What follows belongs to an exercise in optimizing a design on an open flow for small area and a short achievable clock period; a production flow would make more cautious choices. Where RTL was checked, it was by simulation tests only, not by an equivalence proof against the original.

== exp/violet ==
// pipelined_iir
module pipelined_iir(clk, reset, x, y);
  input wire clk, reset;
  input wire signed [31:0] x;
  output wire signed [31:0] y;
  reg [31:0] xr;    
  reg [43:0] qr;    
  wire [63:0] t;
  wire [43:0] q = t[63:20];
  reg [63:0] w11;   
  reg [2:0] wc11;  
  reg [63:0] w10;   
  reg [2:0] wc10;  
  reg [63:0] w9;   
  reg [2:0] wc9;  
  reg [63:0] w8;   
  reg [2:0] wc8;  
  reg [63:0] w7;   
  reg [2:0] wc7;  
  reg [63:0] w6;   
  reg [2:0] wc6;  
  reg [63:0] w5;   
  reg [2:0] wc5;  
  reg [63:0] w4;   
  reg [2:0] wc4;  
  reg [63:0] w3;   
  reg [2:0] wc3;  
  reg [63:0] w2;   
  reg [2:0] wc2;  
  reg [63:0] s1;    
  wire n1 = qr[1] ^ qr[0];
  wire n2 = qr[2] ^ qr[1];
  wire n3 = qr[3] ^ qr[2];
  wire n4 = qr[4] ^ qr[3];
  wire n5 = qr[5] ^ qr[4];
  wire n6 = qr[6] ^ qr[5];
  wire n7 = qr[7] ^ qr[6];
  wire n8 = qr[8] ^ qr[7];
  wire n9 = qr[9] ^ qr[8];
  wire n10 = qr[10] ^ qr[9];
  wire n11 = qr[11] ^ qr[10];
  wire n12 = qr[12] ^ qr[11];
  wire n13 = qr[13] ^ qr[12];
  wire n14 = qr[14] ^ qr[13];
  wire n15 = qr[15] ^ qr[14];
  wire n16 = qr[16] ^ qr[15];
  wire n17 = qr[17] ^ qr[16];
  wire n18 = qr[18] ^ qr[17];
  wire n19 = qr[19] ^ qr[18];
  wire n20 = qr[20] ^ qr[19];
  wire n21 = qr[21] ^ qr[20];
  ...
==> flow/config.mk <==
export PLATFORM = sky130hd
export DESIGN_NAME = pipelined_iir
export DESIGN_NICKNAME = pipelined_iir
export VERILOG_FILES = /design/flow/design.v
export SDC_FILE = /design/flow/constraint.sdc
export NUM_CORES = 8
export LEC_CHECK = 0
export CAP_MARGIN = 40
export CORE_MARGIN = 2
export CORE_UTILIZATION = 45
export CTS_BUF_LIST = sky130_fd_sc_hd__clkbuf_4 sky130_fd_sc_hd__clkbuf_8
export SLEW_MARGIN = 40
export SYNTH_HIERARCHICAL = 1
export SYNTH_MINIMUM_KEEP_SIZE = 0
==> flow/constraint.sdc <==
create_clock -name core_clock -period 32.0 [get_ports {clk}]
set_input_delay 6.4000 -clock core_clock [delete_from_list [all_inputs] [get_ports {clk}]]
set_output_delay 6.4000 -clock core_clock [all_outputs]
set_load 0.01 [all_outputs]
standard.sh (not shown) runs the stock make flow with config.mk's settings and CLKGATE_MAP_FILE= SYNTH_SCRIPT=/design/flow/synth_recipe.tcl, a recipe that flattens the netlist after the stock synthesis.
==> flow/flow/run.sh <==
#!/bin/bash
set -euo pipefail
export SETUP_SLACK_MARGIN=15
bash standard.sh MATCH_CELL_FOOTPRINT=0 finish > standard.log 2>&1
Having completed the whole flow, exp/violet delivered a layout that passed the timing, design-rule and antenna checks.
The following lists how exp/quartz was set up differently from exp/violet:
Settings: CTS_BUF_LIST: sky130_fd_sc_hd__clkbuf_4 sky130_fd_sc_hd__clkbuf_8 -> unset.
Notes after the runs:
- Result: PASS for each of exp/quartz and exp/violet
- The flop-to-flop setup slack of exp/quartz falls short of that of exp/violet by 0.12 ns.
- On post-route fraction of the period consumed by the critical path, exp/quartz and exp/violet are neck and neck.
- Of exp/quartz and exp/violet, the lower average detailed-routed wire length per instance belongs to exp/violet.

---

lagoon:
pipelined_iir, a different RTL version from the one above (not shown whole).
For scale: about 11000 cells after synthesis, ~830 flip-flops, roughly 66 I/O pins, about 150000 um2 of cells after synthesis.
export LEC_CHECK = 0
export CAP_MARGIN = 40
export CORE_MARGIN = 2
export CORE_UTILIZATION = 60
export PLACE_DENSITY = 0.8
export SLEW_MARGIN = 40
export SYNTH_HIERARCHICAL = 1
export SYNTH_MINIMUM_KEEP_SIZE = 0
create_clock -name core_clock -period 32.0 [get_ports {clk}]
==> flow/flow/run.sh <==
#!/bin/bash
set -euo pipefail
export SETUP_SLACK_MARGIN=16
bash standard.sh MATCH_CELL_FOOTPRINT=0 finish > standard.log 2>&1
lagoon: done, clean on timing, DRC and antenna
[inputs] onyx vs lagoon
- a change of CORE_UTILIZATION from 60 to 45
- a change of PLACE_DENSITY from 0.8 to 0.75
Summary of onyx over lagoon: combined area of the multi-input logic cells closely matched the old numbers, actual slew at the worst max-slew pin climbed 0.076 ns. Diff lagoon..onyx | design area | negligible. Per the comparison of onyx with lagoon, area of the mapped netlist essentially unchanged; layout overhead on the synthesized area went up by 0.21 points; die area went up by 33%; minimum hold slack shows no meaningful change.
What xenon does differently from onyx at the input level:
- a change of CORE_UTILIZATION from 45 to 70
- a change of PLACE_DENSITY from 0.75 to 0.8
Results
- What xenon reported for number of buffers other than clock buffers in the final layout has to be multiplied by 0.927 to get the figure for onyx.
- Higher routed wire length goes to xenon over onyx.
- xenon: via count higher than onyx
- What xenon reported for overall die area has to be multiplied by 1.6 to get the figure for onyx.
- Compared with onyx, xenon shows a pin slew with the least headroom to its limit that is 0.059 ns lower.
- Number of inserted filler cells in the final layout is higher on onyx
Inputs modified between xenon and violet:
- changing PLACE_DENSITY from 0.8 to 0.75
- changing CORE_UTILIZATION from 70 to 45
==> flow/flow/run.sh <==
#!/bin/bash
set -euo pipefail
export SETUP_SLACK_MARGIN=16
bash standard.sh MATCH_CELL_FOOTPRINT=0 IO_CONSTRAINTS=$PWD/flow/io.tcl  finish > standard.log 2>&1
==> flow/flow/io.tcl (new file) <==
# keep the data pins together on one edge, so that the input-to-output logic sits next to both
set_io_pin_constraint -pin_names {x[*] y[*]} -region bottom:*
## What came out
xenon → violet: synthesis-to-finish area growth up 1.5 points; clock skew up 0.017 ns; final estimated routing congestion in global placement down 4.4%; final-layout fill cell count up 14700; maximum fanout encountered on the critical timing path up 1.
The final layout from violet, which completed every stage, passed the timing, design-rule and antenna checks at the end of the flow.
No functional check of the RTL was part of any run of this note.

-- static timing again, ports no longer ideal --
Ports are ideal in the flow. The routed layouts listed here were re-timed in OpenROAD. Step 1: set_driving_cell puts a clkbuf_16 on clk and a buf_2 on each other input, an assumption about the parent block. Step 2 adds t to the input delays and takes it off the output delays; t is the mean of the earliest and latest rising clock arrival at the registers after step 1. Input paths then give back, and output paths get back, about the clock's delay inside the block. Three values: no drivers, after step 1, after step 2; two values: the first two.
| run | t, ns | setup WS [ns] | worst hold slack (ns) | worst setup path after step 2 | worst register clock-pin slew, ns |
|---|---|---|---|---|---|
| exp/violet | 1.167 | 14.640 / 14.580 / 14.394 | 0.377 / 0.377 / 0.377 | input to register | 0.07 / 0.07 |
| exp/quartz | 1.024 | 14.629 / 14.568 / 14.362 | 0.377 / 0.377 / 0.377 | input to register | 0.07 / 0.07 |
| lagoon | 0.961 | 15.077 / 15.005 / 15.005 | 0.364 / 0.364 / 0.364 | input to output | 0.07 / 0.07 |
| onyx | 0.962 | 14.930 / 14.838 / 14.838 | 0.365 / 0.365 / 0.365 | input to output | 0.07 / 0.07 |
| xenon | 0.943 | 15.178 / 15.094 / 15.094 | 0.373 / 0.373 / 0.373 | input to output | 0.07 / 0.07 |
| violet | 0.982 | 15.033 / 14.995 / 14.995 | 0.364 / 0.364 / 0.364 | input to output | 0.08 / 0.08 |
After both steps setup and hold are still met in every run listed. For exp/quartz, which loses most, drivers alone change the setup slack by -0.061 ns; drivers and shift together by -0.267 ns.
